This is an optimization exercise on Yosys and OpenROAD, whose aim is small area, a short achievable clock period and few clock cycles, not a production implementation. In this exercise RTL edits were held to simulation tests only and were not proved equivalent to the original.

[flow/run.sh]
#!/bin/bash
# synth_recipe.tcl (not shown) runs the flow's synth.tcl, then flattens the netlist and writes it again
# the make line also repeats each setting of config.mk as NAME=value (left out here)
make -C /OpenROAD-flow-scripts/flow DESIGN_CONFIG=/design/flow/config.mk WORK_HOME=/design/flow/orfs CLKGATE_MAP_FILE= SYNTH_SCRIPT=/design/flow/synth_recipe.tcl finish
[flow/design.v]
`timescale 1ns / 1ps
module ln_add #(
    parameter W = 8
)(
    input  wire [W-1:0] a,
    input  wire [W-1:0] b,
    input  wire         ci,
    output wire [W-1:0] s,
    output wire         co
);
    localparam L = (W <= 2) ? 1 : (W <= 4) ? 2 : (W <= 8) ? 3 : (W <= 16) ? 4 : 5;
    wire [W-1:0] p0 = a ^ b;
    wire [W*(L+1)-1:0] G;
    wire [W*(L+1)-1:0] P;
    assign G[W-1:0] = (a & b) | {{(W-1){1'b0}}, p0[0] & ci};
    assign P[W-1:0] = p0;
    genvar k, i;
    generate
        for (k = 0; k < L; k = k + 1) begin : g_lv
            for (i = 0; i < W; i = i + 1) begin : g_bit
                if ((i >> k) % 2 == 1) begin : g_op
                    assign G[(k+1)*W + i] = G[k*W + i] | (P[k*W + i] & G[k*W + ((i >> k) << k) - 1]);
                    assign P[(k+1)*W + i] = P[k*W + i] & P[k*W + ((i >> k) << k) - 1];
                end else begin : g_pass
                    assign G[(k+1)*W + i] = G[k*W + i];
                    assign P[(k+1)*W + i] = P[k*W + i];
                end
            end
        end
    endgenerate
    wire [W-1:0] c = G[L*W +: W];    
    generate
        if (W == 1) begin : g_one
            assign s = p0 ^ ci;
        end else begin : g_many
            assign s = p0 ^ {c[W-2:0], ci};
        end
    endgenerate
    assign co = c[W-1];
endmodule
module ln_inc #(
    parameter W = 8
)(
    input  wire [W-1:0] a,
    input  wire         ci,
    output wire [W-1:0] s,
    output wire         co
);
    wire [W:0] c;
    assign c[0] = ci;
    genvar i;
    generate
        for (i = 1; i <= W; i = i + 1) begin : g_c
            assign c[i] = ci & (&a[i-1:0]);
        end
    endgenerate
    assign s  = a ^ c[W-1:0];
    assign co = c[W];
endmodule
`timescale 1ns / 1ps
module bf16_mul (
    input  wire [15:0] a,
    input  wire [15:0] b,
    output wire [15:0] y
);
    wire [28:0] q;
    bf16_mul_pre  u_pre  (.a(a), .b(b), .q(q));
    bf16_mul_post u_post (.q(q), .y(y));
endmodule
module bf16_mul_pre (
    input  wire [15:0] a,
    input  wire [15:0] b,
    output wire [28:0] q
);
    wire       sa = a[15], sb = b[15];
    wire [7:0] ea = a[14:7], eb = b[14:7];
    wire [6:0] ma = a[6:0],  mb = b[6:0];
    wire       sy = sa ^ sb;
    wire a_zero = (ea == 8'd0);
    wire b_zero = (eb == 8'd0);
    wire a_inf  = (ea == 8'hff) && (ma == 7'd0);
    wire b_inf  = (eb == 8'hff) && (mb == 7'd0);
    wire a_nan  = (ea == 8'hff) && (ma != 7'd0);
    wire b_nan  = (eb == 8'hff) && (mb != 7'd0);
    wire [15:0] p;
    ln_mul8 u_mul (.a({1'b1, ma}), .b({1'b1, mb}), .p(p));
    wire [9:0] ebm, e0;
    wire       c0, c1;
    ln_add #(.W(10)) u_ebm (.a({2'b00, eb}), .b(10'd897), .ci(1'b0), .s(ebm), .co(c0));
    ln_add #(.W(10)) u_e0  (.a({2'b00, ea}), .b(ebm), .ci(1'b0), .s(e0), .co(c1));
    wire [2:0] ovf, unf;
    assign ovf[0] = !e0[9] && (e0[8] || e0[7:0] == 8'hff);
    assign ovf[1] = !e0[9] && (e0[8] || e0[7:1] == 7'h7f);
    assign ovf[2] = !e0[9] && (e0[8] || e0[7:0] >= 8'hfd);
    assign unf[0] = e0[9] || (e0 == 10'd0);
    assign unf[1] = e0[9];
    assign unf[2] = e0[9] && (e0 != 10'h3ff);
    wire [1:0] spec = (a_nan || b_nan || (a_inf && b_zero) || (a_zero && b_inf)) ? 2'd1 :
                      (a_inf || b_inf) ? 2'd2 :
                      (a_zero || b_zero) ? 2'd3 : 2'd0;
    assign q = {spec, sy, e0[7:0], ovf, unf, p[15:6], |p[6:0], |p[5:0]};
endmodule
module bf16_mul_post (
    input  wire [28:0] q,
    output reg  [15:0] y
);
    wire [1:0] spec = q[28:27];
    wire       sy   = q[26];
    wire [7:0] e0   = q[25:18];
    wire [2:0] ovf  = q[17:15];
    wire [2:0] unf  = q[14:12];
    wire [15:6] p   = q[11:2];
    wire       st_h = q[1];
    wire       st_l = q[0];
    wire [7:0] e1, e2;
    wire       c2, c3;
    ln_inc #(.W(8)) u_e1 (.a(e0), .ci(1'b1), .s(e1), .co(c2));
    ln_inc #(.W(8)) u_e2 (.a(e1), .ci(1'b1), .s(e2), .co(c3));
    wire       rh = p[7] & (st_h | p[8]);
    wire       rl = p[6] & (st_l | p[7]);
    wire [6:0] mh, ml;
    wire       oh, ol;
    ln_inc #(.W(7)) u_ih (.a(p[14:8]), .ci(rh), .s(mh), .co(oh));
    ln_inc #(.W(7)) u_il (.a(p[13:7]), .ci(rl), .s(ml), .co(ol));
    wire [6:0] m_fin = p[15] ? mh : ml;
    wire [1:0] k = p[15] ? (oh ? 2'd2 : 2'd1) : (ol ? 2'd1 : 2'd0);
    wire [7:0] e_fin = (k == 2'd0) ? e0 : (k == 2'd1) ? e1 : e2;
    wire       e_ovf = ovf[k];
    wire       e_unf = unf[k];
    always @(*) begin
        if (spec == 2'd1)
            y = 16'h7fc0;
        else if (spec == 2'd2)
            y = {sy, 8'hff, 7'd0};
        else if (spec == 2'd3)
            y = {sy, 15'd0};
        else if (e_ovf)
            y = {sy, 8'hff, 7'd0};
        else if (e_unf)
            y = {sy, 15'd0};
        else
            y = {sy, e_fin, m_fin};
    end
endmodule
module ln_mul8 (
    input  wire [7:0]  a,
    input  wire [7:0]  b,
    output wire [15:0] p
);
    wire t1 = (a[0] & b[6]) ^ (a[1] & b[5]);
    wire t2 = (a[0] & b[6]) & (a[1] & b[5]);
    wire t3 = (a[0] & b[7]) ^ (a[1] & b[6]) ^ (a[2] & b[5]);
    wire t4 = ((a[0] & b[7]) & (a[1] & b[6])) | ((a[0] & b[7]) & (a[2] & b[5])) | ((a[1] & b[6]) & (a[2] & b[5]));
    wire t5 = (a[3] & b[4]) ^ (a[4] & b[3]);
    wire t6 = (a[3] & b[4]) & (a[4] & b[3]);
    wire t7 = (a[1] & b[7]) ^ (a[2] & b[6]) ^ (a[3] & b[5]);
    wire t8 = ((a[1] & b[7]) & (a[2] & b[6])) | ((a[1] & b[7]) & (a[3] & b[5])) | ((a[2] & b[6]) & (a[3] & b[5]));
    wire t9 = (a[4] & b[4]) ^ (a[5] & b[3]);
    wire t10 = (a[4] & b[4]) & (a[5] & b[3]);
    wire t11 = (a[2] & b[7]) ^ (a[3] & b[6]) ^ (a[4] & b[5]);
    wire t12 = ((a[2] & b[7]) & (a[3] & b[6])) | ((a[2] & b[7]) & (a[4] & b[5])) | ((a[3] & b[6]) & (a[4] & b[5]));
    wire t13 = (a[0] & b[4]) ^ (a[1] & b[3]);
    wire t14 = (a[0] & b[4]) & (a[1] & b[3]);
    wire t15 = (a[0] & b[5]) ^ (a[1] & b[4]) ^ (a[2] & b[3]);
    wire t16 = ((a[0] & b[5]) & (a[1] & b[4])) | ((a[0] & b[5]) & (a[2] & b[3])) | ((a[1] & b[4]) & (a[2] & b[3]));
    wire t17 = (a[3] & b[2]) ^ (a[4] & b[1]);
    wire t18 = (a[3] & b[2]) & (a[4] & b[1]);
    wire t19 = (a[2] & b[4]) ^ (a[3] & b[3]) ^ (a[4] & b[2]);
    wire t20 = ((a[2] & b[4]) & (a[3] & b[3])) | ((a[2] & b[4]) & (a[4] & b[2])) | ((a[3] & b[3]) & (a[4] & b[2]));
    wire t21 = (a[5] & b[1]) ^ (a[6] & b[0]) ^ t1;
    wire t22 = ((a[5] & b[1]) & (a[6] & b[0])) | ((a[5] & b[1]) & t1) | ((a[6] & b[0]) & t1);
    wire t23 = (a[5] & b[2]) ^ (a[6] & b[1]) ^ (a[7] & b[0]);
    wire t24 = ((a[5] & b[2]) & (a[6] & b[1])) | ((a[5] & b[2]) & (a[7] & b[0])) | ((a[6] & b[1]) & (a[7] & b[0]));
    wire t25 = t2 ^ t3 ^ t5;
    wire t26 = (t2 & t3) | (t2 & t5) | (t3 & t5);
    wire t27 = (a[6] & b[2]) ^ (a[7] & b[1]) ^ t4;
    wire t28 = ((a[6] & b[2]) & (a[7] & b[1])) | ((a[6] & b[2]) & t4) | ((a[7] & b[1]) & t4);
    wire t29 = t6 ^ t7 ^ t9;
    wire t30 = (t6 & t7) | (t6 & t9) | (t7 & t9);
    wire t31 = (a[5] & b[4]) ^ (a[6] & b[3]) ^ (a[7] & b[2]);
    wire t32 = ((a[5] & b[4]) & (a[6] & b[3])) | ((a[5] & b[4]) & (a[7] & b[2])) | ((a[6] & b[3]) & (a[7] & b[2]));
    wire t33 = t8 ^ t10 ^ t11;
    wire t34 = (t8 & t10) | (t8 & t11) | (t10 & t11);
    wire t35 = (a[3] & b[7]) ^ (a[4] & b[6]) ^ (a[5] & b[5]);
    wire t36 = ((a[3] & b[7]) & (a[4] & b[6])) | ((a[3] & b[7]) & (a[5] & b[5])) | ((a[4] & b[6]) & (a[5] & b[5]));
    wire t37 = (a[6] & b[4]) ^ (a[7] & b[3]) ^ t12;
    wire t38 = ((a[6] & b[4]) & (a[7] & b[3])) | ((a[6] & b[4]) & t12) | ((a[7] & b[3]) & t12);
    wire t39 = (a[4] & b[7]) ^ (a[5] & b[6]) ^ (a[6] & b[5]);
    wire t40 = ((a[4] & b[7]) & (a[5] & b[6])) | ((a[4] & b[7]) & (a[6] & b[5])) | ((a[5] & b[6]) & (a[6] & b[5]));
    wire t41 = (a[0] & b[3]) ^ (a[1] & b[2]);
    wire t42 = (a[0] & b[3]) & (a[1] & b[2]);
    wire t43 = (a[2] & b[2]) ^ (a[3] & b[1]) ^ (a[4] & b[0]);
    wire t44 = ((a[2] & b[2]) & (a[3] & b[1])) | ((a[2] & b[2]) & (a[4] & b[0])) | ((a[3] & b[1]) & (a[4] & b[0]));
    wire t45 = (a[5] & b[0]) ^ t14 ^ t15;
    wire t46 = ((a[5] & b[0]) & t14) | ((a[5] & b[0]) & t15) | (t14 & t15);
    wire t47 = t16 ^ t18 ^ t19;
    wire t48 = (t16 & t18) | (t16 & t19) | (t18 & t19);
    wire t49 = t20 ^ t22 ^ t23;
    wire t50 = (t20 & t22) | (t20 & t23) | (t22 & t23);
    wire t51 = t24 ^ t26 ^ t27;
    wire t52 = (t24 & t26) | (t24 & t27) | (t26 & t27);
    wire t53 = t28 ^ t30 ^ t31;
    wire t54 = (t28 & t30) | (t28 & t31) | (t30 & t31);
    wire t55 = t32 ^ t34 ^ t35;
    wire t56 = (t32 & t34) | (t32 & t35) | (t34 & t35);
    wire t57 = (a[7] & b[4]) ^ t36 ^ t38;
    wire t58 = ((a[7] & b[4]) & t36) | ((a[7] & b[4]) & t38) | (t36 & t38);
    wire t59 = (a[5] & b[7]) ^ (a[6] & b[6]) ^ (a[7] & b[5]);
    wire t60 = ((a[5] & b[7]) & (a[6] & b[6])) | ((a[5] & b[7]) & (a[7] & b[5])) | ((a[6] & b[6]) & (a[7] & b[5]));
    wire t61 = (a[0] & b[2]) ^ (a[1] & b[1]);
    wire t62 = (a[0] & b[2]) & (a[1] & b[1]);
    wire t63 = (a[2] & b[1]) ^ (a[3] & b[0]) ^ t41;
    wire t64 = ((a[2] & b[1]) & (a[3] & b[0])) | ((a[2] & b[1]) & t41) | ((a[3] & b[0]) & t41);
    wire t65 = t13 ^ t42 ^ t43;
    wire t66 = (t13 & t42) | (t13 & t43) | (t42 & t43);
    wire t67 = t17 ^ t44 ^ t45;
    wire t68 = (t17 & t44) | (t17 & t45) | (t44 & t45);
    wire t69 = t21 ^ t46 ^ t47;
    wire t70 = (t21 & t46) | (t21 & t47) | (t46 & t47);
    wire t71 = t25 ^ t48 ^ t49;
    wire t72 = (t25 & t48) | (t25 & t49) | (t48 & t49);
    wire t73 = t29 ^ t50 ^ t51;
    wire t74 = (t29 & t50) | (t29 & t51) | (t50 & t51);
    wire t75 = t33 ^ t52 ^ t53;
    wire t76 = (t33 & t52) | (t33 & t53) | (t52 & t53);
    wire t77 = t37 ^ t54 ^ t55;
    wire t78 = (t37 & t54) | (t37 & t55) | (t54 & t55);
    wire t79 = t39 ^ t56 ^ t57;
    wire t80 = (t39 & t56) | (t39 & t57) | (t56 & t57);
    wire t81 = t40 ^ t58 ^ t59;
    wire t82 = (t40 & t58) | (t40 & t59) | (t58 & t59);
    wire t83 = (a[6] & b[7]) ^ (a[7] & b[6]) ^ t60;
    wire t84 = ((a[6] & b[7]) & (a[7] & b[6])) | ((a[6] & b[7]) & t60) | ((a[7] & b[6]) & t60);
    wire [15:0] ra = {1'b0, (a[7] & b[7]), t82, t80, t78, t76, t74, t72, t70, t68, t66, t64, t62, (a[2] & b[0]), (a[0] & b[1]), (a[0] & b[0])};
    wire [15:0] rb = {1'b0, t84, t83, t81, t79, t77, t75, t73, t71, t69, t67, t65, t63, t61, (a[1] & b[0]), 1'b0};
    wire co;
    ln_add #(.W(16)) u_add (.a(ra), .b(rb), .ci(1'b0), .s(p), .co(co));
endmodule
module ln_front (
    input  wire [15:0] sum,
    output reg  [15:0] mean,
    output reg  [15:0] msq
);
    wire       s = sum[15];
    wire [7:0] e = sum[14:7];
    wire [6:0] m = sum[6:0];
    wire [15:0] t;
    ln_mean_tab u_tab (.a(m), .y(t));
    wire [9:0] me0, me1, qk0, qk1, qk2, qk3;
    wire       o0, o1, o2, o3, o4, o5;
    ln_add #(.W(10)) u_me0 (.a({2'b00, e}), .b(10'h3f6), .ci(1'b0), .s(me0), .co(o0));
    ln_add #(.W(10)) u_me1 (.a({2'b00, e}), .b(10'h3f6), .ci(1'b1), .s(me1), .co(o1));
    ln_add #(.W(10)) u_qk0 (.a({1'b0, e, 1'b0}), .b(10'h36d), .ci(1'b0), .s(qk0), .co(o2));
    ln_add #(.W(10)) u_qk1 (.a({1'b0, e, 1'b0}), .b(10'h36d), .ci(1'b1), .s(qk1), .co(o3));
    ln_add #(.W(10)) u_qk2 (.a({1'b0, e, 1'b0}), .b(10'h36f), .ci(1'b0), .s(qk2), .co(o4));
    ln_add #(.W(10)) u_qk3 (.a({1'b0, e, 1'b0}), .b(10'h36f), .ci(1'b1), .s(qk3), .co(o5));
    wire mz0 = me0[9] || (me0 == 10'd0);
    wire mz1 = me1[9] || (me1 == 10'd0);
    wire [3:0] qinf, qzer;
    assign qinf[0] = !qk0[9] && (qk0[8] || qk0[7:0] == 8'hff);
    assign qinf[1] = !qk1[9] && (qk1[8] || qk1[7:0] == 8'hff);
    assign qinf[2] = !qk2[9] && (qk2[8] || qk2[7:0] == 8'hff);
    assign qinf[3] = !qk3[9] && (qk3[8] || qk3[7:0] == 8'hff);
    assign qzer[0] = qk0[9] || (qk0 == 10'd0);
    assign qzer[1] = qk1[9] || (qk1 == 10'd0);
    assign qzer[2] = qk2[9] || (qk2 == 10'd0);
    assign qzer[3] = qk3[9] || (qk3 == 10'd0);
    wire        c1 = t[15], c2 = t[7];
    wire [1:0]  qs = {c1, c2};
    wire [7:0]  me = c1 ? me1[7:0] : me0[7:0];
    wire        mzero = c1 ? mz1 : mz0;
    wire [7:0]  qe = (qs == 2'd0) ? qk0[7:0] : (qs == 2'd1) ? qk1[7:0] : (qs == 2'd2) ? qk2[7:0] : qk3[7:0];
    wire        q_inf = qinf[qs];
    wire        q_zer = qzer[qs];
    always @(*) begin
        if (e == 8'hff) begin
            mean = (m != 7'd0) ? 16'h7fc0 : {s, 8'hff, 7'd0};
            msq  = (m != 7'd0) ? 16'h7fc0 : 16'h7f80;
        end else if (e == 8'd0 || mzero) begin
            mean = {s, 15'd0};
            msq  = 16'h0000;
        end else begin
            mean = {s, me, t[14:8]};
            if (q_inf)
                msq = 16'h7f80;
            else if (q_zer)
                msq = 16'h0000;
            else
                msq = {1'b0, qe, t[6:0]};
        end
    end
endmodule
module ln_mean_tab (
    input  wire [6:0] a,
    output reg  [15:0] y
);
    always @(*) begin
        case (a)
            7'h0: y = 16'h2b64;
            7'h1: y = 16'h2c67;
            7'h2: y = 16'h2e6d;
            7'h3: y = 16'h2f6f;
            7'h4: y = 16'h3072;
            7'h5: y = 16'h3278;
            7'h6: y = 16'h337a;
            7'h7: y = 16'h347d;
            7'h8: y = 16'h3681;
            7'h9: y = 16'h3783;
            7'ha: y = 16'h3884;
            7'hb: y = 16'h3a87;
            7'hc: y = 16'h3b89;
            7'hd: y = 16'h3c8a;
            7'he: y = 16'h3e8d;
            7'hf: y = 16'h3f8f;
            7'h10: y = 16'h4090;
            7'h11: y = 16'h4293;
            7'h12: y = 16'h4395;
            7'h13: y = 16'h4496;
            7'h14: y = 16'h4699;
            7'h15: y = 16'h479b;
            7'h16: y = 16'h489c;
            7'h17: y = 16'h4a9f;
            7'h18: y = 16'h4ba1;
            7'h19: y = 16'h4ca3;
            7'h1a: y = 16'h4ea6;
            7'h1b: y = 16'h4fa7;
            7'h1c: y = 16'h50a9;
            7'h1d: y = 16'h52ac;
            7'h1e: y = 16'h53ae;
            7'h1f: y = 16'h54b0;
            7'h20: y = 16'h56b3;
            7'h21: y = 16'h57b5;
            7'h22: y = 16'h58b6;
            7'h23: y = 16'h5aba;
            7'h24: y = 16'h5bbb;
            7'h25: y = 16'h5cbd;
            7'h26: y = 16'h5ec1;
            7'h27: y = 16'h5fc2;
            7'h28: y = 16'h60c4;
            7'h29: y = 16'h62c8;
            7'h2a: y = 16'h63c9;
            7'h2b: y = 16'h64cb;
            7'h2c: y = 16'h66cf;
            7'h2d: y = 16'h67d0;
            7'h2e: y = 16'h68d2;
            7'h2f: y = 16'h6ad6;
            7'h30: y = 16'h6bd8;
            7'h31: y = 16'h6cda;
            7'h32: y = 16'h6edd;
            7'h33: y = 16'h6fdf;
            7'h34: y = 16'h70e1;
            7'h35: y = 16'h72e5;
            7'h36: y = 16'h73e7;
            7'h37: y = 16'h74e9;
            7'h38: y = 16'h76ec;
            7'h39: y = 16'h77ee;
            7'h3a: y = 16'h78f0;
            7'h3b: y = 16'h7af4;
            7'h3c: y = 16'h7bf6;
            7'h3d: y = 16'h7cf8;
            7'h3e: y = 16'h7efc;
            7'h3f: y = 16'h7ffe;
            7'h40: y = 16'h8000;
            7'h41: y = 16'h8102;
            7'h42: y = 16'h8204;
            7'h43: y = 16'h8204;
            7'h44: y = 16'h8306;
            7'h45: y = 16'h8408;
            7'h46: y = 16'h8408;
            7'h47: y = 16'h850a;
            7'h48: y = 16'h860c;
            7'h49: y = 16'h860c;
            7'h4a: y = 16'h870e;
            7'h4b: y = 16'h8810;
            7'h4c: y = 16'h8810;
            7'h4d: y = 16'h8913;
            7'h4e: y = 16'h8a15;
            7'h4f: y = 16'h8a15;
            7'h50: y = 16'h8b17;
            7'h51: y = 16'h8c19;
            7'h52: y = 16'h8c19;
            7'h53: y = 16'h8d1b;
            7'h54: y = 16'h8e1e;
            7'h55: y = 16'h8e1e;
            7'h56: y = 16'h8f20;
            7'h57: y = 16'h9022;
            7'h58: y = 16'h9022;
            7'h59: y = 16'h9124;
            7'h5a: y = 16'h9227;
            7'h5b: y = 16'h9227;
            7'h5c: y = 16'h9329;
            7'h5d: y = 16'h942b;
            7'h5e: y = 16'h942b;
            7'h5f: y = 16'h952d;
            7'h60: y = 16'h9630;
            7'h61: y = 16'h9630;
            7'h62: y = 16'h9732;
            7'h63: y = 16'h9834;
            7'h64: y = 16'h9834;
            7'h65: y = 16'h9937;
            7'h66: y = 16'h9a39;
            7'h67: y = 16'h9a39;
            7'h68: y = 16'h9b3c;
            7'h69: y = 16'h9c3e;
            7'h6a: y = 16'h9c3e;
            7'h6b: y = 16'h9d41;
            7'h6c: y = 16'h9e43;
            7'h6d: y = 16'h9e43;
            7'h6e: y = 16'h9f46;
            7'h6f: y = 16'ha048;
            7'h70: y = 16'ha048;
            7'h71: y = 16'ha14b;
            7'h72: y = 16'ha24d;
            7'h73: y = 16'ha24d;
            7'h74: y = 16'ha350;
            7'h75: y = 16'ha452;
            7'h76: y = 16'ha452;
            7'h77: y = 16'ha555;
            7'h78: y = 16'ha657;
            7'h79: y = 16'ha657;
            7'h7a: y = 16'ha75a;
            7'h7b: y = 16'ha85c;
            7'h7c: y = 16'ha85c;
            7'h7d: y = 16'ha95f;
            7'h7e: y = 16'haa62;
            7'h7f: y = 16'haa62;
            default: y = 16'h0;
        endcase
    end
endmodule
`timescale 1ns / 1ps
module bf16_addsub #(
    parameter SUB = 0
)(
    input  wire [15:0] a,
    input  wire [15:0] b,
    output reg  [15:0] y
);
    wire       sa = a[15];
    wire       sb = b[15] ^ (SUB != 0);
    wire [7:0] ea = a[14:7], eb = b[14:7];
    wire [6:0] ma = a[6:0],  mb = b[6:0];
    wire a_zero = (ea == 8'd0);
    wire b_zero = (eb == 8'd0);
    wire a_max  = (ea == 8'hff);
    wire b_max  = (eb == 8'hff);
    wire a_inf  = a_max && (ma == 7'd0);
    wire b_inf  = b_max && (mb == 7'd0);
    wire a_nan  = a_max && (ma != 7'd0);
    wire b_nan  = b_max && (mb != 7'd0);
    wire       eff_sub = sa ^ sb;
    wire [7:0] dab, dba;
    wire       cab, cba, cm;
    wire [6:0] dm;
    ln_add #(.W(8)) u_dab (.a(ea), .b(~eb), .ci(1'b1), .s(dab), .co(cab));    
    ln_add #(.W(8)) u_dba (.a(eb), .b(~ea), .ci(1'b1), .s(dba), .co(cba));
    ln_add #(.W(7)) u_dm  (.a(ma), .b(~mb), .ci(1'b1), .s(dm),  .co(cm));     
    wire       e_lt = !cab;
    wire       e_eq = (ea == eb);
    wire       m_lt = !cm;
    wire       swap = e_lt || (e_eq && m_lt);
    wire       sx   = swap ? sb : sa;
    wire [7:0] ex   = e_lt ? eb : ea;
    wire [7:0] d    = e_lt ? dba : dab;
    wire [7:0] fa   = {1'b1, ma};
    wire [7:0] fb   = {1'b1, mb};
    wire       d1   = (d == 8'd1);
    wire [7:0] fxs  = swap ? fb : fa;                
    wire [7:0] fns  = swap ? fa : fb;
    wire [8:0] c_0, c_1;
    wire       k0, k1;
    ln_add #(.W(8)) u_c0 (.a(fxs), .b(~fns), .ci(1'b1), .s(c_0[7:0]), .co(k0));           
    ln_add #(.W(9)) u_c1 (.a({fxs, 1'b0}), .b(~{1'b0, fns}), .ci(1'b1), .s(c_1), .co(k1));  
    assign c_0[8] = 1'b0;
    wire [8:0] cv   = d1 ? c_1 : {c_0[7:0], 1'b0};
    wire        cz8 = (cv[8:1] == 8'd0);
    wire [8:0]  cn8 = cz8 ? {cv[0], 8'd0} : cv;
    wire        cz4 = (cn8[8:5] == 4'd0);
    wire [8:0]  cn4 = cz4 ? {cn8[4:0], 4'd0} : cn8;
    wire        cz2 = (cn4[8:7] == 2'd0);
    wire [8:0]  cn2 = cz2 ? {cn4[6:0], 2'd0} : cn4;
    wire        cz1 = !cn2[8];
    wire [8:0]  cn1 = cz1 ? {cn2[7:0], 1'b0} : cn2;
    wire [3:0]  clz = {cz8, cz4, cz2, cz1};
    wire        crnd = (clz == 4'd0) && cn1[0] && cn1[1];
    wire [6:0]  cmr;
    wire        cco;
    ln_inc #(.W(7)) u_cinc (.a(cn1[7:1]), .ci(crnd), .s(cmr), .co(cco));
    wire [9:0]  ex_m_clz, ex_p1, ex_m1;
    wire        q0, q1, q2;
    ln_add #(.W(10)) u_ce  (.a({2'b00, ex}), .b(~{6'd0, clz}), .ci(1'b1), .s(ex_m_clz), .co(q0));
    ln_inc #(.W(10)) u_ep1 (.a({2'b00, ex}), .ci(1'b1), .s(ex_p1), .co(q1));
    wire [9:0]  ex_m1_n;
    ln_inc #(.W(10)) u_em1 (.a(~{2'b00, ex}), .ci(1'b1), .s(ex_m1_n), .co(q2));    
    assign ex_m1 = ~ex_m1_n;
    wire [9:0]  ce   = cco ? ex_p1 : ex_m_clz;
    wire [6:0]  cm_  = cmr;
    wire        c_zero = (cv == 9'd0);
    wire [6:0]  mx   = swap ? mb : ma;
    wire [6:0]  mn   = swap ? ma : mb;
    wire [18:0] w    = {1'b1, mn, 11'd0} >> d[3:0];
    wire        big  = (d > 8'd10);
    wire [10:0] fn_sh = big ? 11'd1 : {w[18:9], w[8] | (|w[7:0])};
    wire [10:0] fx   = {1'b1, mx, 3'b000};
    wire [11:0] s;
    wire        sco;
    ln_add #(.W(12)) u_s (.a({1'b0, fx}), .b({1'b0, fn_sh} ^ {12{eff_sub}}), .ci(eff_sub), .s(s), .co(sco));
    wire [10:0] nrm  = s[11] ? {s[11:2], s[1] | s[0]} : (s[10] ? s[10:0] : {s[9:0], 1'b0});
    wire [6:0]  mant = nrm[9:3];
    wire        g    = nrm[2];
    wire        st   = nrm[1] | nrm[0];
    wire        rnd  = g & (st | mant[0]);
    wire [6:0]  fm;
    wire        fco;
    ln_inc #(.W(7)) u_finc (.a(mant), .ci(rnd), .s(fm), .co(fco));
    wire [9:0]  ex_p2;
    wire        q3;
    ln_inc #(.W(10)) u_ep2 (.a(ex_p1), .ci(1'b1), .s(ex_p2), .co(q3));
    wire [9:0]  fe   = s[11] ? (fco ? ex_p2 : ex_p1)
                     : s[10] ? (fco ? ex_p1 : {2'b00, ex})
                     :         (fco ? {2'b00, ex} : ex_m1);
    wire        close = eff_sub && (d[7:1] == 7'd0);
    wire [9:0]  e_fin = close ? ce : fe;
    wire [6:0]  m_fin = close ? cm_ : fm;
    always @(*) begin
        if (a_nan || b_nan || (a_inf && b_inf && (sa != sb)))
            y = 16'h7fc0;
        else if (a_inf)
            y = {sa, 8'hff, 7'd0};
        else if (b_inf)
            y = {sb, 8'hff, 7'd0};
        else if (a_zero && b_zero)
            y = {sa & sb, 15'd0};
        else if (b_zero)
            y = {sa, ea, ma};
        else if (a_zero)
            y = {sb, eb, mb};
        else if (close && c_zero)
            y = 16'h0000;
        else if (!e_fin[9] && (e_fin[8] || e_fin[7:0] == 8'hff))
            y = {sx, 8'hff, 7'd0};
        else if (e_fin[9] || e_fin == 10'd0)
            y = {sx, 15'd0};
        else
            y = {sx, e_fin[7:0], m_fin};
    end
endmodule
module bf16_as_pre #(
    parameter SUB = 0
)(
    input  wire [15:0] a,
    input  wire [15:0] b,
    output wire [23:0] q
);
    wire       sa = a[15];
    wire       sb = b[15] ^ (SUB != 0);
    wire [7:0] ea = a[14:7], eb = b[14:7];
    wire [6:0] ma = a[6:0],  mb = b[6:0];
    wire a_zero = (ea == 8'd0);
    wire b_zero = (eb == 8'd0);
    wire a_max  = (ea == 8'hff);
    wire b_max  = (eb == 8'hff);
    wire a_inf  = a_max && (ma == 7'd0);
    wire b_inf  = b_max && (mb == 7'd0);
    wire a_nan  = a_max && (ma != 7'd0);
    wire b_nan  = b_max && (mb != 7'd0);
    wire       eff_sub = sa ^ sb;
    wire [7:0] dab, dba;
    wire       cab, cba, cm;
    wire [6:0] dm;
    ln_add #(.W(8)) u_dab (.a(ea), .b(~eb), .ci(1'b1), .s(dab), .co(cab));
    ln_inc #(.W(8)) u_dba (.a(~dab), .ci(1'b1), .s(dba), .co(cba));           
    ln_add #(.W(7)) u_dm  (.a(ma), .b(~mb), .ci(1'b1), .s(dm),  .co(cm));
    wire       e_lt = !cab;
    wire       e_eq = (ea == eb);
    wire       m_lt = !cm;
    wire       swap = e_lt || (e_eq && m_lt);
    wire       sx   = swap ? sb : sa;
    wire [7:0] ex   = e_lt ? eb : ea;
    wire [7:0] d    = e_lt ? dba : dab;
    wire [6:0] mx   = swap ? mb : ma;
    wire [6:0] mn   = swap ? ma : mb;
    wire [18:0] w    = {1'b1, mn, 11'd0} >> d[3:0];
    wire        big  = (d > 8'd10);
    wire [10:0] fn_sh = (a_zero || b_zero) ? 11'd0 : (big ? 11'd1 : {w[18:9], w[8] | (|w[7:0])});
    wire [10:0] fx   = {1'b1, mx, 3'b000};
    wire [11:0] s;
    wire        sco;
    ln_add #(.W(12)) u_s (.a({1'b0, fx}), .b({1'b0, fn_sh} ^ {12{eff_sub}}), .ci(eff_sub), .s(s), .co(sco));
    reg  [1:0] spec;
    reg        spec_s;
    always @(*) begin
        spec_s = 1'b0;
        if (a_nan || b_nan || (a_inf && b_inf && (sa != sb))) begin
            spec = 2'd1;
        end else if (a_inf) begin
            spec = 2'd2; spec_s = sa;
        end else if (b_inf) begin
            spec = 2'd2; spec_s = sb;
        end else if (a_zero && b_zero) begin
            spec = 2'd3; spec_s = sa & sb;
        end else begin
            spec = 2'd0;
        end
    end
    assign q = {spec, spec_s, sx, ex, s};
endmodule
module bf16_as_post (
    input  wire [23:0] q,
    output reg  [15:0] y
);
    wire [1:0]  spec    = q[23:22];
    wire        spec_s  = q[21];
    wire        sx      = q[20];
    wire [7:0]  ex      = q[19:12];
    wire [11:0] s       = q[11:0];
    wire        z8 = (s[10:3] == 8'd0);
    wire [10:0] n8 = z8 ? {s[2:0], 8'd0} : s[10:0];
    wire        z4 = (n8[10:7] == 4'd0);
    wire [10:0] n4 = z4 ? {n8[6:0], 4'd0} : n8;
    wire        z2 = (n4[10:9] == 2'd0);
    wire [10:0] n2 = z2 ? {n4[8:0], 2'd0} : n4;
    wire        z1 = !n2[10];
    wire [10:0] n1 = z1 ? {n2[9:0], 1'b0} : n2;
    wire [3:0]  lz = {z8, z4, z2, z1};
    wire [10:0] nrm  = s[11] ? {s[11:2], s[1] | s[0]} : n1;
    wire [6:0]  mant = nrm[9:3];
    wire        g    = nrm[2];
    wire        st   = nrm[1] | nrm[0];
    wire        rnd  = g & (st | mant[0]);
    wire [6:0]  m_fin;
    wire        mco;
    ln_inc #(.W(7)) u_inc (.a(mant), .ci(rnd), .s(m_fin), .co(mco));
    wire [4:0]  delta = s[11] ? {3'b000, mco, !mco} : ({4'b0000, mco} - {1'b0, lz});
    wire [9:0]  e_fin;
    wire        q0;
    ln_add #(.W(10)) u_ef (.a({2'b00, ex}), .b({{5{delta[4]}}, delta}), .ci(1'b0), .s(e_fin), .co(q0));
    always @(*) begin
        if (spec == 2'd1)
            y = 16'h7fc0;
        else if (spec == 2'd2)
            y = {spec_s, 8'hff, 7'd0};
        else if (spec == 2'd3)
            y = {spec_s, 15'd0};
        else if (s == 12'd0)
            y = 16'h0000;
        else if (!e_fin[9] && (e_fin[8] || e_fin[7:0] == 8'hff))
            y = {sx, 8'hff, 7'd0};
        else if (e_fin[9] || e_fin == 10'd0)
            y = {sx, 15'd0};
        else
            y = {sx, e_fin[7:0], m_fin};
    end
endmodule
`timescale 1ns / 1ps
module inv_sqrt (
    input  wire [15:0] x,
    output reg  [15:0] y
);
    wire       s = x[15];
    wire [7:0] e = x[14:7];
    wire [6:0] m = x[6:0];
    wire [7:0] t;
    ln_rsqrt_tab u_tab (.a({e[0], m}), .y(t));
    wire [7:0] re;                                    
    wire       re_co;
    ln_add #(.W(8)) u_re (.a(8'd190), .b(~{1'b0, e[7:1]}), .ci(t[7]), .s(re), .co(re_co));
    wire [15:0] seed;                                 
    wire        seed_co;
    ln_add #(.W(16)) u_seed (.a(16'h5f37), .b(~{1'b0, x[15:1]}), .ci(1'b1), .s(seed), .co(seed_co));
    wire [7:0]  se = seed[14:7];
    wire [7:0]  u;
    ln_m15_tab u_m15 (.a(seed[6:0]), .y(u));
    wire [8:0]  ae;
    ln_inc #(.W(8)) u_ae (.a(se), .ci(u[7]), .s(ae[7:0]), .co(ae[8]));
    reg  [15:0] alt;
    always @(*) begin
        if (se == 8'hff)
            alt = (seed[6:0] != 7'd0) ? 16'h7fc0 : {seed[15], 8'hff, 7'd0};
        else if (se == 8'd0)
            alt = {seed[15], 15'd0};
        else if (ae[8] || ae[7:0] == 8'hff)
            alt = {seed[15], 8'hff, 7'd0};
        else
            alt = {seed[15], ae[7:0], u[6:0]};
    end
    wire regular = !s && ((e >= 8'd2 && e <= 8'd251) || (e == 8'd252 && m < 7'd112));
    always @(*) begin
        if (regular)
            y = {1'b0, re, t[6:0]};
        else if (e == 8'hff)
            y = (s && m == 7'd0) ? 16'hff80 : 16'h7fc0;
        else if (s && e[7])
            y = 16'hff80;
        else
            y = alt;
    end
endmodule
module ln_rsqrt_tab (
    input  wire [7:0] a,
    output reg  [7:0] y
);
    always @(*) begin
        case (a)
            8'h0: y = 8'hb5;
            8'h1: y = 8'hb4;
            8'h2: y = 8'hb4;
            8'h3: y = 8'hb3;
            8'h4: y = 8'hb2;
            8'h5: y = 8'hb1;
            8'h6: y = 8'hb1;
            8'h7: y = 8'hb0;
            8'h8: y = 8'hb0;
            8'h9: y = 8'haf;
            8'ha: y = 8'hae;
            8'hb: y = 8'had;
            8'hc: y = 8'had;
            8'hd: y = 8'hac;
            8'he: y = 8'hac;
            8'hf: y = 8'hab;
            8'h10: y = 8'hab;
            8'h11: y = 8'haa;
            8'h12: y = 8'ha9;
            8'h13: y = 8'ha9;
            8'h14: y = 8'ha8;
            8'h15: y = 8'ha8;
            8'h16: y = 8'ha7;
            8'h17: y = 8'ha7;
            8'h18: y = 8'ha6;
            8'h19: y = 8'ha6;
            8'h1a: y = 8'ha5;
            8'h1b: y = 8'ha4;
            8'h1c: y = 8'ha4;
            8'h1d: y = 8'ha3;
            8'h1e: y = 8'ha3;
            8'h1f: y = 8'ha2;
            8'h20: y = 8'ha2;
            8'h21: y = 8'ha1;
            8'h22: y = 8'ha1;
            8'h23: y = 8'ha0;
            8'h24: y = 8'ha0;
            8'h25: y = 8'h9f;
            8'h26: y = 8'h9f;
            8'h27: y = 8'h9e;
            8'h28: y = 8'h9e;
            8'h29: y = 8'h9d;
            8'h2a: y = 8'h9d;
            8'h2b: y = 8'h9c;
            8'h2c: y = 8'h9c;
            8'h2d: y = 8'h9b;
            8'h2e: y = 8'h9b;
            8'h2f: y = 8'h9a;
            8'h30: y = 8'h9a;
            8'h31: y = 8'h99;
            8'h32: y = 8'h99;
            8'h33: y = 8'h99;
            8'h34: y = 8'h98;
            8'h35: y = 8'h98;
            8'h36: y = 8'h98;
            8'h37: y = 8'h97;
            8'h38: y = 8'h97;
            8'h39: y = 8'h96;
            8'h3a: y = 8'h96;
            8'h3b: y = 8'h96;
            8'h3c: y = 8'h95;
            8'h3d: y = 8'h95;
            8'h3e: y = 8'h94;
            8'h3f: y = 8'h94;
            8'h40: y = 8'h93;
            8'h41: y = 8'h93;
            8'h42: y = 8'h93;
            8'h43: y = 8'h92;
            8'h44: y = 8'h93;
            8'h45: y = 8'h92;
            8'h46: y = 8'h92;
            8'h47: y = 8'h91;
            8'h48: y = 8'h91;
            8'h49: y = 8'h90;
            8'h4a: y = 8'h90;
            8'h4b: y = 8'h90;
            8'h4c: y = 8'h8f;
            8'h4d: y = 8'h8f;
            8'h4e: y = 8'h8f;
            8'h4f: y = 8'h8e;
            8'h50: y = 8'h8e;
            8'h51: y = 8'h8d;
            8'h52: y = 8'h8d;
            8'h53: y = 8'h8d;
            8'h54: y = 8'h8d;
            8'h55: y = 8'h8c;
            8'h56: y = 8'h8c;
            8'h57: y = 8'h8c;
            8'h58: y = 8'h8b;
            8'h59: y = 8'h8b;
            8'h5a: y = 8'h8a;
            8'h5b: y = 8'h8a;
            8'h5c: y = 8'h8a;
            8'h5d: y = 8'h89;
            8'h5e: y = 8'h8a;
            8'h5f: y = 8'h89;
            8'h60: y = 8'h89;
            8'h61: y = 8'h89;
            8'h62: y = 8'h88;
            8'h63: y = 8'h88;
            8'h64: y = 8'h87;
            8'h65: y = 8'h87;
            8'h66: y = 8'h87;
            8'h67: y = 8'h87;
            8'h68: y = 8'h86;
            8'h69: y = 8'h86;
            8'h6a: y = 8'h86;
            8'h6b: y = 8'h86;
            8'h6c: y = 8'h85;
            8'h6d: y = 8'h85;
            8'h6e: y = 8'h84;
            8'h6f: y = 8'h84;
            8'h70: y = 8'h83;
            8'h71: y = 8'h83;
            8'h72: y = 8'h83;
            8'h73: y = 8'h83;
            8'h74: y = 8'h82;
            8'h75: y = 8'h82;
            8'h76: y = 8'h82;
            8'h77: y = 8'h82;
            8'h78: y = 8'h81;
            8'h79: y = 8'h81;
            8'h7a: y = 8'h81;
            8'h7b: y = 8'h81;
            8'h7c: y = 8'h80;
            8'h7d: y = 8'h80;
            8'h7e: y = 8'h80;
            8'h7f: y = 8'h80;
            8'h80: y = 8'h7f;
            8'h81: y = 8'h7f;
            8'h82: y = 8'h7e;
            8'h83: y = 8'h7e;
            8'h84: y = 8'h7d;
            8'h85: y = 8'h7b;
            8'h86: y = 8'h7a;
            8'h87: y = 8'h78;
            8'h88: y = 8'h79;
            8'h89: y = 8'h77;
            8'h8a: y = 8'h76;
            8'h8b: y = 8'h76;
            8'h8c: y = 8'h75;
            8'h8d: y = 8'h75;
            8'h8e: y = 8'h74;
            8'h8f: y = 8'h72;
            8'h90: y = 8'h71;
            8'h91: y = 8'h71;
            8'h92: y = 8'h70;
            8'h93: y = 8'h6e;
            8'h94: y = 8'h6f;
            8'h95: y = 8'h6d;
            8'h96: y = 8'h6c;
            8'h97: y = 8'h6b;
            8'h98: y = 8'h6b;
            8'h99: y = 8'h6a;
            8'h9a: y = 8'h69;
            8'h9b: y = 8'h68;
            8'h9c: y = 8'h68;
            8'h9d: y = 8'h67;
            8'h9e: y = 8'h66;
            8'h9f: y = 8'h66;
            8'ha0: y = 8'h65;
            8'ha1: y = 8'h64;
            8'ha2: y = 8'h63;
            8'ha3: y = 8'h62;
            8'ha4: y = 8'h62;
            8'ha5: y = 8'h61;
            8'ha6: y = 8'h60;
            8'ha7: y = 8'h60;
            8'ha8: y = 8'h5f;
            8'ha9: y = 8'h5f;
            8'haa: y = 8'h5e;
            8'hab: y = 8'h5d;
            8'hac: y = 8'h5d;
            8'had: y = 8'h5c;
            8'hae: y = 8'h5c;
            8'haf: y = 8'h5b;
            8'hb0: y = 8'h5b;
            8'hb1: y = 8'h5a;
            8'hb2: y = 8'h59;
            8'hb3: y = 8'h58;
            8'hb4: y = 8'h58;
            8'hb5: y = 8'h57;
            8'hb6: y = 8'h57;
            8'hb7: y = 8'h56;
            8'hb8: y = 8'h56;
            8'hb9: y = 8'h55;
            8'hba: y = 8'h54;
            8'hbb: y = 8'h53;
            8'hbc: y = 8'h53;
            8'hbd: y = 8'h52;
            8'hbe: y = 8'h52;
            8'hbf: y = 8'h51;
            8'hc0: y = 8'h50;
            8'hc1: y = 8'h50;
            8'hc2: y = 8'h4f;
            8'hc3: y = 8'h4f;
            8'hc4: y = 8'h4e;
            8'hc5: y = 8'h4e;
            8'hc6: y = 8'h4d;
            8'hc7: y = 8'h4d;
            8'hc8: y = 8'h4c;
            8'hc9: y = 8'h4c;
            8'hca: y = 8'h4b;
            8'hcb: y = 8'h4b;
            8'hcc: y = 8'h4a;
            8'hcd: y = 8'h4a;
            8'hce: y = 8'h4a;
            8'hcf: y = 8'h49;
            8'hd0: y = 8'h49;
            8'hd1: y = 8'h49;
            8'hd2: y = 8'h48;
            8'hd3: y = 8'h47;
            8'hd4: y = 8'h47;
            8'hd5: y = 8'h47;
            8'hd6: y = 8'h46;
            8'hd7: y = 8'h45;
            8'hd8: y = 8'h45;
            8'hd9: y = 8'h45;
            8'hda: y = 8'h44;
            8'hdb: y = 8'h44;
            8'hdc: y = 8'h43;
            8'hdd: y = 8'h43;
            8'hde: y = 8'h43;
            8'hdf: y = 8'h42;
            8'he0: y = 8'h41;
            8'he1: y = 8'h41;
            8'he2: y = 8'h41;
            8'he3: y = 8'h40;
            8'he4: y = 8'h40;
            8'he5: y = 8'h3f;
            8'he6: y = 8'h3f;
            8'he7: y = 8'h3f;
            8'he8: y = 8'h3e;
            8'he9: y = 8'h3d;
            8'hea: y = 8'h3d;
            8'heb: y = 8'h3d;
            8'hec: y = 8'h3c;
            8'hed: y = 8'h3c;
            8'hee: y = 8'h3c;
            8'hef: y = 8'h3c;
            8'hf0: y = 8'h3b;
            8'hf1: y = 8'h3a;
            8'hf2: y = 8'h3a;
            8'hf3: y = 8'h3a;
            8'hf4: y = 8'h39;
            8'hf5: y = 8'h39;
            8'hf6: y = 8'h38;
            8'hf7: y = 8'h38;
            8'hf8: y = 8'h37;
            8'hf9: y = 8'h37;
            8'hfa: y = 8'h37;
            8'hfb: y = 8'h37;
            8'hfc: y = 8'h36;
            8'hfd: y = 8'h36;
            8'hfe: y = 8'h36;
            8'hff: y = 8'h36;
            default: y = 8'h0;
        endcase
    end
endmodule
module ln_m15_tab (
    input  wire [6:0] a,
    output reg  [7:0] y
);
    always @(*) begin
        case (a)
            7'h0: y = 8'h40;
            7'h1: y = 8'h42;
            7'h2: y = 8'h43;
            7'h3: y = 8'h44;
            7'h4: y = 8'h46;
            7'h5: y = 8'h48;
            7'h6: y = 8'h49;
            7'h7: y = 8'h4a;
            7'h8: y = 8'h4c;
            7'h9: y = 8'h4e;
            7'ha: y = 8'h4f;
            7'hb: y = 8'h50;
            7'hc: y = 8'h52;
            7'hd: y = 8'h54;
            7'he: y = 8'h55;
            7'hf: y = 8'h56;
            7'h10: y = 8'h58;
            7'h11: y = 8'h5a;
            7'h12: y = 8'h5b;
            7'h13: y = 8'h5c;
            7'h14: y = 8'h5e;
            7'h15: y = 8'h60;
            7'h16: y = 8'h61;
            7'h17: y = 8'h62;
            7'h18: y = 8'h64;
            7'h19: y = 8'h66;
            7'h1a: y = 8'h67;
            7'h1b: y = 8'h68;
            7'h1c: y = 8'h6a;
            7'h1d: y = 8'h6c;
            7'h1e: y = 8'h6d;
            7'h1f: y = 8'h6e;
            7'h20: y = 8'h70;
            7'h21: y = 8'h72;
            7'h22: y = 8'h73;
            7'h23: y = 8'h74;
            7'h24: y = 8'h76;
            7'h25: y = 8'h78;
            7'h26: y = 8'h79;
            7'h27: y = 8'h7a;
            7'h28: y = 8'h7c;
            7'h29: y = 8'h7e;
            7'h2a: y = 8'h7f;
            7'h2b: y = 8'h80;
            7'h2c: y = 8'h81;
            7'h2d: y = 8'h82;
            7'h2e: y = 8'h82;
            7'h2f: y = 8'h83;
            7'h30: y = 8'h84;
            7'h31: y = 8'h85;
            7'h32: y = 8'h86;
            7'h33: y = 8'h86;
            7'h34: y = 8'h87;
            7'h35: y = 8'h88;
            7'h36: y = 8'h88;
            7'h37: y = 8'h89;
            7'h38: y = 8'h8a;
            7'h39: y = 8'h8b;
            7'h3a: y = 8'h8c;
            7'h3b: y = 8'h8c;
            7'h3c: y = 8'h8d;
            7'h3d: y = 8'h8e;
            7'h3e: y = 8'h8e;
            7'h3f: y = 8'h8f;
            7'h40: y = 8'h90;
            7'h41: y = 8'h91;
            7'h42: y = 8'h92;
            7'h43: y = 8'h92;
            7'h44: y = 8'h93;
            7'h45: y = 8'h94;
            7'h46: y = 8'h94;
            7'h47: y = 8'h95;
            7'h48: y = 8'h96;
            7'h49: y = 8'h97;
            7'h4a: y = 8'h98;
            7'h4b: y = 8'h98;
            7'h4c: y = 8'h99;
            7'h4d: y = 8'h9a;
            7'h4e: y = 8'h9a;
            7'h4f: y = 8'h9b;
            7'h50: y = 8'h9c;
            7'h51: y = 8'h9d;
            7'h52: y = 8'h9e;
            7'h53: y = 8'h9e;
            7'h54: y = 8'h9f;
            7'h55: y = 8'ha0;
            7'h56: y = 8'ha0;
            7'h57: y = 8'ha1;
            7'h58: y = 8'ha2;
            7'h59: y = 8'ha3;
            7'h5a: y = 8'ha4;
            7'h5b: y = 8'ha4;
            7'h5c: y = 8'ha5;
            7'h5d: y = 8'ha6;
            7'h5e: y = 8'ha6;
            7'h5f: y = 8'ha7;
            7'h60: y = 8'ha8;
            7'h61: y = 8'ha9;
            7'h62: y = 8'haa;
            7'h63: y = 8'haa;
            7'h64: y = 8'hab;
            7'h65: y = 8'hac;
            7'h66: y = 8'hac;
            7'h67: y = 8'had;
            7'h68: y = 8'hae;
            7'h69: y = 8'haf;
            7'h6a: y = 8'hb0;
            7'h6b: y = 8'hb0;
            7'h6c: y = 8'hb1;
            7'h6d: y = 8'hb2;
            7'h6e: y = 8'hb2;
            7'h6f: y = 8'hb3;
            7'h70: y = 8'hb4;
            7'h71: y = 8'hb5;
            7'h72: y = 8'hb6;
            7'h73: y = 8'hb6;
            7'h74: y = 8'hb7;
            7'h75: y = 8'hb8;
            7'h76: y = 8'hb8;
            7'h77: y = 8'hb9;
            7'h78: y = 8'hba;
            7'h79: y = 8'hbb;
            7'h7a: y = 8'hbc;
            7'h7b: y = 8'hbc;
            7'h7c: y = 8'hbd;
            7'h7d: y = 8'hbe;
            7'h7e: y = 8'hbe;
            7'h7f: y = 8'hbf;
            default: y = 8'h0;
        endcase
    end
endmodule
`timescale 1ns / 1ps
module layernorm_norm (
    input  wire         aclk,
    input  wire         arstn,
    input  wire [159:0] S_AXIS_TDATA,
    input  wire         S_AXIS_TVALID,
    output wire         S_AXIS_TREADY,
    output wire [127:0] M_AXIS_TDATA,
    output wire         M_AXIS_TVALID,
    input  wire         M_AXIS_TREADY
);
    localparam DEPTH = 7;
    wire en = S_AXIS_TREADY;
    reg [DEPTH-1:0] vld;
    always @(posedge aclk or negedge arstn) begin
        if (!arstn)
            vld <= {DEPTH{1'b0}};
        else if (en)
            vld <= {vld[DEPTH-2:0], S_AXIS_TVALID};
    end
    assign M_AXIS_TVALID = vld[DEPTH-1];
    assign S_AXIS_TREADY = !vld[DEPTH-1] || M_AXIS_TREADY;
    wire [15:0] mean0, msq0;
    ln_front u_front (.sum(S_AXIS_TDATA[31:16]), .mean(mean0), .msq(msq0));
    reg [127:0] x1;
    reg [15:0]  ex2_1, mean1, msq1;
    always @(posedge aclk) if (en) begin
        x1    <= S_AXIS_TDATA[159:32];
        ex2_1 <= S_AXIS_TDATA[15:0];
        mean1 <= mean0;
        msq1  <= msq0;
    end
    wire [191:0] zq_c;
    wire [23:0]  vq_c;
    genvar i;
    generate
        for (i = 0; i < 8; i = i + 1) begin : g_sub
            bf16_as_pre #(.SUB(1)) u_pre (.a(x1[16*i +: 16]), .b(mean1), .q(zq_c[24*i +: 24]));
        end
    endgenerate
    bf16_as_pre #(.SUB(1)) u_var_pre (.a(ex2_1), .b(msq1), .q(vq_c));
    reg [191:0] zq2;
    reg [23:0]  vq2;
    always @(posedge aclk) if (en) begin
        zq2 <= zq_c;
        vq2 <= vq_c;
    end
    wire [127:0] zm_c;
    wire [15:0]  var_c;
    generate
        for (i = 0; i < 8; i = i + 1) begin : g_sub2
            bf16_as_post u_post (.q(zq2[24*i +: 24]), .y(zm_c[16*i +: 16]));
        end
    endgenerate
    bf16_as_post u_var_post (.q(vq2), .y(var_c));
    reg [127:0] zm3;
    reg [15:0]  var3;
    always @(posedge aclk) if (en) begin
        zm3  <= zm_c;
        var3 <= var_c;
    end
    wire [23:0] eq_c;
    bf16_as_pre #(.SUB(0)) u_eps_pre (.a(var3), .b(16'h3728), .q(eq_c));
    reg [127:0] zm4;
    reg [23:0]  eq4;
    always @(posedge aclk) if (en) begin
        zm4 <= zm3;
        eq4 <= eq_c;
    end
    wire [15:0] ve_c;
    bf16_as_post u_eps_post (.q(eq4), .y(ve_c));
    reg [127:0] zm5;
    reg [15:0]  ve5;
    always @(posedge aclk) if (en) begin
        zm5 <= zm4;
        ve5 <= ve_c;
    end
    wire [15:0] r_c;
    inv_sqrt u_rsqrt (.x(ve5), .y(r_c));
    reg [127:0] zm6;
    reg [15:0]  r6;
    always @(posedge aclk) if (en) begin
        zm6 <= zm5;
        r6  <= r_c;
    end
    wire [231:0] yq_c;
    generate
        for (i = 0; i < 8; i = i + 1) begin : g_mul
            bf16_mul_pre u_mul_pre (.a(zm6[16*i +: 16]), .b(r6), .q(yq_c[29*i +: 29]));
        end
    endgenerate
    reg [231:0] yq7;
    always @(posedge aclk) if (en) yq7 <= yq_c;
    generate
        for (i = 0; i < 8; i = i + 1) begin : g_mul2
            bf16_mul_post u_mul_post (.q(yq7[29*i +: 29]), .y(M_AXIS_TDATA[16*i +: 16]));
        end
    endgenerate
endmodule
[flow/config.mk]
export PLATFORM = sky130hd
export DESIGN_NAME = layernorm_norm
export DESIGN_NICKNAME = layernorm_norm
export VERILOG_FILES = /design/flow/design.v
export SDC_FILE = /design/flow/constraint.sdc
export NUM_CORES = 4
export LEC_CHECK = 0
export ABC_AREA = 1
export CAP_MARGIN = 20
export CORE_MARGIN = 2
export CORE_UTILIZATION = 55
export SETUP_SLACK_MARGIN = 5
export SLEW_MARGIN = 20
[flow/constraint.sdc]
create_clock -name core_clock -period 11.0 [get_ports {aclk}]
set_input_delay 2.2000 -clock core_clock [delete_from_list [all_inputs] [get_ports {aclk}]]
set_output_delay 2.2000 -clock core_clock [all_outputs]
set_load 0.01 [all_outputs]
==> flow_summary.ini, run 1 <==
[outcome]
status = finished clean

[grt]
grt_pass1_wl_um = 420700
gr-usage-met3_pct = 4.069
overflow = 0
grt_use_met1_pct = 41.69
grt.busiest_layer = met2
antenna_found_initial = 9
grt_pass1_vias = 76910
grt_use_met2_pct = 45.67
grt_usage_pct = 29.25
grt_max_degree = 165

[logic_synthesis]
ys.flop_type = edfxtp_1
ys_warn_count = 10
synth_nets = 13050
syn_avg_cell_area_um2 = 8.317
synth_top_family_by_area = simple AND/OR/NAND/NOR gates
netlist_area_um2 = 97690
synthArstFlopShare_pct = 0.5766
synth_fa_ha_area_share_pct = 17.74
synth.area.top_cells = edfxtp_1, nand2_1, ha_1, fa_1, inv_1
synth_edf_count = 1207
yosysSeqAreaShare_pct = 37.28
synth_cell_type_count = 89
ys_ff_latch = 1214
synth_compound_area_share_pct = 10.00
synth-xor-area-share_pct = 3.460
synth_cells = 11750
synthMuxAreaShare_pct = 0.01153
synthSimpleGateAreaFrac_pct = 22.42
synth_top_area_cell = edfxtp_1
yosysTopAreaCellShare_pct = 37.10

[cts]
cts_sinks = 1214
cts_tree = yes
cts.clk_slew.worst_paths_ns = 0.06
cts_buffers = 141
htreeDepth = 4
clock_path_buffers = 3
cts-root-buf = clkbuf_16
clkLatencyLatePin_ns = 0.80

[layout]
fin_nets = 13540
fin_cells = 14680
drive_gt1_share_pct = 11.63
syn_to_final_growth_pct = 14.58

[drt]
viasPerCell = 5.553
wirelength_um = 270100
drt-initial-drc-count = 7014
routed-via-count = 81540
dr.pass1.iters = 7
drc = 0
drtAntennaViolNets = 0
wire_per_inst_um = 18.39

[critical_path]
critPathSlowestCell = clkdlybuf4s50_1
cp_top_family = buffers and inverters
crit_path_max_fanout = 56
crit_buf_inv = 3
cp.required_ns = 8.80
critical_path.max_stage_delay_ns = 0.62
critPathKind = input pin to output pin
start_kind = input pin
cp-end-kind = output pin
arrival_ns = 3.75
r2r_slack_ns = 5.17
crit_chain = clkdlybuf4s50_1 > inv_12 > nand2_8 > buf_2

[flow_run]
drv_cap = 0

[timing]
slew_headroom_pct = 31.50
setup_ws_ns = 5.052
fin_skew_ns = 0.03701
max_freq_ghz = 0.1681
setup_viol = 0
fin_crit_sh_pct = 54.08
grt_setup_unrepaired = yes
tns_ns = 0
maxSlewViolCount = 0
hold_violations = 0
tightest_slew_ns = 1.024
fin_crit_ns = 5.948

[floorplan]
start_util_pct = 55.41
num_rows = 154
core-area_um2 = 176300
die_y_um = 425.4
die_area_um2 = 181000
io_pins = 294
dieWidth_um = 425.4

[placed_design]
routabilityCongestion = 0.9351
placed_cells = 14140
io_buffers = 293
place_ws_ns = 4.420
hpwl_um = 202900

[worst_hold_path]
hold_path.class = flop to flop
-- layout by cell type, fill, tap and decap left out, types with 79 or more instances in the layout --
master and n:
nand2_1 2697, edfxtp_1 1207, nand3_1 710, nor2_2 82, nand2_2 141, buf_4 327, fa_1 395, a21oi_1 475
ha_1 719, nand4_1 146, nor2_4 79, xor2_1 285, nor4_1 102, inv_2 129, nor2_1 713, clkbuf_16 144
nor3_1 116, clkdlybuf4s50_1 173, inv_1 1812, xnor2_1 96, o21ai_0 603
-- per-stage QoR --
step                      hold WS, ns  cell area, µm²  utilization [%]
after floorplan                0.4003           97740                -
after global placement         0.4015          102700            58.23
after detailed placement       0.4045          102700            58.24
after global routing           0.4046          111900            63.48
after CTS                      0.3901          108800            61.70
final                          0.3974          111900            63.48
-- per-layer routing --
metal / part of all wire [%] / wire, µm
met1: 45 / 121100
met2: 45 / 121500
met3: 6.4 / 17360
met4: 3.7 / 10080
met5: 0.019 / 52
-- synthesized netlist by cell type, types with 146 or more instances --
cell type / n
nor2_1: 781
ha_1: 737
nand3_1: 735
inv_1: 1867
a21oi_1: 523
clkbuf_1: 174
xor2_1: 287
edfxtp_1: 1207
nand4_1: 146
nand2_1: 2804
o21ai_0: 658
fa_1: 405
-- kinds of logic after synthesis --
family                   count (synthesis)
multiplexers                             1
XOR/XNOR                               385
buffers and inverters                 2286
AO/OA/AOI/OAI                         1673
adder cells (fa/ha/maj)               1142
AND/OR/NAND/NOR                       5044
flip-flops                            1214
-- final cells by class --
class / instances / area [µm²]
tap: 2340 / 2928
timing repair buffer: 638 / 5588
fill: 15010 / 64380
antenna: 1 / 2.502
timing repair inverter: 1 / 7.507
multi-input combinational: 8254 / 54630
clock buffer: 158 / 3656
inverter: 1985 / 7535
clock inverter: 93 / 1154
sequential: 1214 / 36420
-- path summary, 6_finish.rpt --
| kind | start | endpoint | cells after the start |
|---|---|---|---|
| max reg2reg | zq2[10] | zm3[3] | 41 |
| min | zm3[111] | zm4[111] | 0 |
| min in group asynchronous | arstn | vld[0] | 1 |
| max in group asynchronous | arstn | vld[4] | 1 |
| min reg2reg | zm3[111] | zm4[111] | 0 |
| max | M_AXIS_TREADY | S_AXIS_TREADY | 4 |
-- repair_timing --
item | CTS | global route
endpoints found under the hold margin | 0 | 0
endpoints found under the setup margin | 254 | 296
buffers inserted | 92 | 191
hold buffers | 0 | 0
pin swaps | 59 | 179
gates resized for setup | 332 | 530
cloned | 0 | 10
-- registers in the layout, summed over array words and instances, names as in the netlist --
signal	flops
vq2	24
yq7	232
ex2_1	16
eq4	24
x1	128
zq2	192
vld	7
var3	16
ve5	16
zm4	128
zm5	128
zm6	128
mean1	16
msq1	15
r6	16
zm3	128
Testbench counts, summed over its fixed seeds: cycles 4,152.
==> run 2, diff against run 1 <==
--- a/flow/config.mk
+++ b/flow/config.mk
@@ -10,3 +10,3 @@
 export CORE_MARGIN = 2
-export CORE_UTILIZATION = 55
+export CORE_UTILIZATION = 65
 export SETUP_SLACK_MARGIN = 5
==> run 2 against run 1 <==
Compared with the run above:
- still clean
- global-route usage is 4.7 points higher
- critical path depth stayed put
- critical path type unchanged
- register-to-register slack worse by 0.07 ns
- worst setup slack better by 0.024 ns
- synthesized area stayed put
- highest routed layer is now met4
==> flow_summary.ini, run 2 <==
[timing]
max_freq_ghz = 0.1688
tns_ns = 0
grt_setup_unrepaired = yes
maxSlewViolCount = 0
fin_skew_ns = 0.04113
setup_viol = 0
hold_violations = 0
slew_headroom_pct = 23.14
fin_crit_sh_pct = 53.86
tightest_slew_ns = 1.152
fin_crit_ns = 5.925

[worst_hold_path]
hold_path.class = flop to flop

[cts]
cts-root-buf = clkbuf_16
cts_tree = yes
ctsHoldBuffers = 0
htreeDepth = 4
cts.clk_slew.worst_paths_ns = 0.06
clkLatencyLatePin_ns = 0.81
cts_buffers = 131
clock_path_buffers = 3
cts_sinks = 1214

[floorplan]
die_area_um2 = 153400
num_rows = 142
io_pins = 294
start_util_pct = 65.30
core-area_um2 = 149600
die_y_um = 391.7
dieWidth_um = 391.7

[critical_path]
start_kind = input pin
cp-end-kind = output pin
cp.required_ns = 8.80
arrival_ns = 3.72
crit_path_max_fanout = 61
critPathKind = input pin to output pin

[logic_synthesis]
netlist_area_um2 = 97690
syn_avg_cell_area_um2 = 8.317
ys_ff_latch = 1214
yosysTopAreaCellShare_pct = 37.10
ys_warn_count = 10
synth_most_common_cell = nand2_1
ys.flop_type = edfxtp_1
synth_edf_count = 1207
synth_nets = 13050
synth_top_area_cell = edfxtp_1
synthArstFlopShare_pct = 0.5766
yosysSeqAreaShare_pct = 37.28
synth.area.top_cells = edfxtp_1, nand2_1, ha_1, fa_1, inv_1
synth_cell_type_count = 89
synth_cells = 11750
ys_top_cells_by_count = nand2_1, inv_1, edfxtp_1

[grt]
grt_max_degree = 212
grt_usage_pct = 33.91
antenna_found_initial = 4
grt_pass1_vias = 78860
overflow = 0
grt_pass1_wl_um = 415000

[placed_design]
hpwl_um = 197100
placed_cells = 13810
routabilityCongestion = 0.9678
io_buffers = 293

[layout]
fill_cells = 10870
utilization_pct = 74.15
reg_top3 = yq7 x232, zq2 x192
fin_cells = 14340
regMostFlops = yq7
fin_nets = 13520
drive_gt1_share_pct = 10.81
final_common_cell = nand2_1
syn_to_final_growth_pct = 13.56
largest_reg_flops = 232
final_cell_mix = nand2_1, inv_1, edfxtp_1

[drt]
viasPerCell = 5.829
drt-initial-drc-count = 8883
drc = 0
wirelength_um = 267200
dr.pass1.iters = 9
routed-via-count = 83580
wire_per_inst_um = 18.64
drtAntennaViolNets = 0

[outcome]
status = finished clean

[flow_run]
drv_cap = 0
[run 2: cell counts after synthesis]
No cell type changed its count.
[run 2: layer usage]
metal  share of wire, %  GRT usage, %  up-vias
li1                   -             -    39650
met1                 42         47.57    39090
met2                 45         53.80     4126
met3                8.8         4.853      710
met4                4.1         12.55        0
met5                  0             0        -
[run 2: critical path, cell delays in order]
cell,delay (ns)
clkdlybuf4s50_1,0.62
inv_12,0.05
nand2_8,0.32
buf_2,0.41
[run 2: what timing repair did]
item,in CTS,in global routing
gates resized for setup,189,505
pin swaps,40,177
setup buffers,82,204
endpoints found under the setup margin,253,315
cloned,2,6
[run 2: per-stage QoR]
stage	area (µm²)	setup slack, ns	hold slack, ns
CTS	107800	4.938	0.3952
detailed placement	102200	4.368	0.4045
floorplan	97740	3.613	0.4003
global route	110900	4.617	0.4151
finish	110900	5.075	0.3971
global placement	102200	4.468	0.4017
[run 2: kinds of logic (layout without fill, tap and decap cells)]
family | count (synthesis) | after routing | synth area share [%]
AO/OA/AOI/OAI | 1673 | 1673 | 10.00
multiplexers | 1 | 1 | 0.01153
other | 0 | 1 | 0
AND/OR/NAND/NOR | 5044 | 5052 | 22.42
adder cells (fa/ha/maj) | 1142 | 1142 | 17.74
XOR/XNOR | 385 | 385 | 3.460
flip-flops | 1214 | 1214 | 37.28
buffers and inverters | 2286 | 2854 | 9.085
[run 2: final cells by class]
type / instances / area, µm² / area share (%)
antenna: 1 / 2.502 / 0.002256
clock buffer: 150 / 3349 / 3.019
clock inverter: 87 / 1151 / 1.038
inverter: 1985 / 7536 / 6.794
multi-input combinational: 8253 / 54250 / 48.90
sequential: 1214 / 36420 / 32.83
tap: 2016 / 2522 / 2.274
timing repair buffer: 632 / 5700 / 5.139
[run 2: final timing paths]
kind | start | to | slack, ns | depth (start not counted)
min in group asynchronous | arstn | vld[6] | 1.65 | 1
hold / removal | zm4[107] | zm5[107] | 0.40 | 0
max in group asynchronous | arstn | vld[1] | 9.11 | 1
setup / recovery | M_AXIS_TREADY | S_AXIS_TREADY | 5.08 | 4
setup reg to reg | zq2[10] | zm3[2] | 5.10 | 41
hold reg to reg | zm4[107] | zm5[107] | 0.40 | 0

port drivers added, routing unchanged:
The flow's constraints put no driver on any port. The routed layouts listed below were extracted and timed again, unchanged, in two steps. Step 1, drivers: a clkbuf_16 drives aclk and a buf_2 each remaining input, both assumed. Step 2 also shifts input and output timing later by t, the mid clock arrival at the registers, as if the neighbouring blocks saw the same clock. Three values: no drivers, after step 1, after step 2; two values: the first two.
run	t, ns	slack for setup (ns)	worst setup path at the end	latest minus earliest clock arrival (ns)	worst register clock-pin slew, ns
run 1	0.870	5.052 / 5.029 / 4.637	input to register	0.048 / 0.048	0.07 / 0.07
run 2	0.875	5.075 / 5.053 / 4.756	input to register	0.052 / 0.053	0.07 / 0.07
After both steps every run listed still meets setup and hold. The setup slack of run 1, which loses most, moves by -0.023 ns with the drivers and by -0.415 ns with both steps.
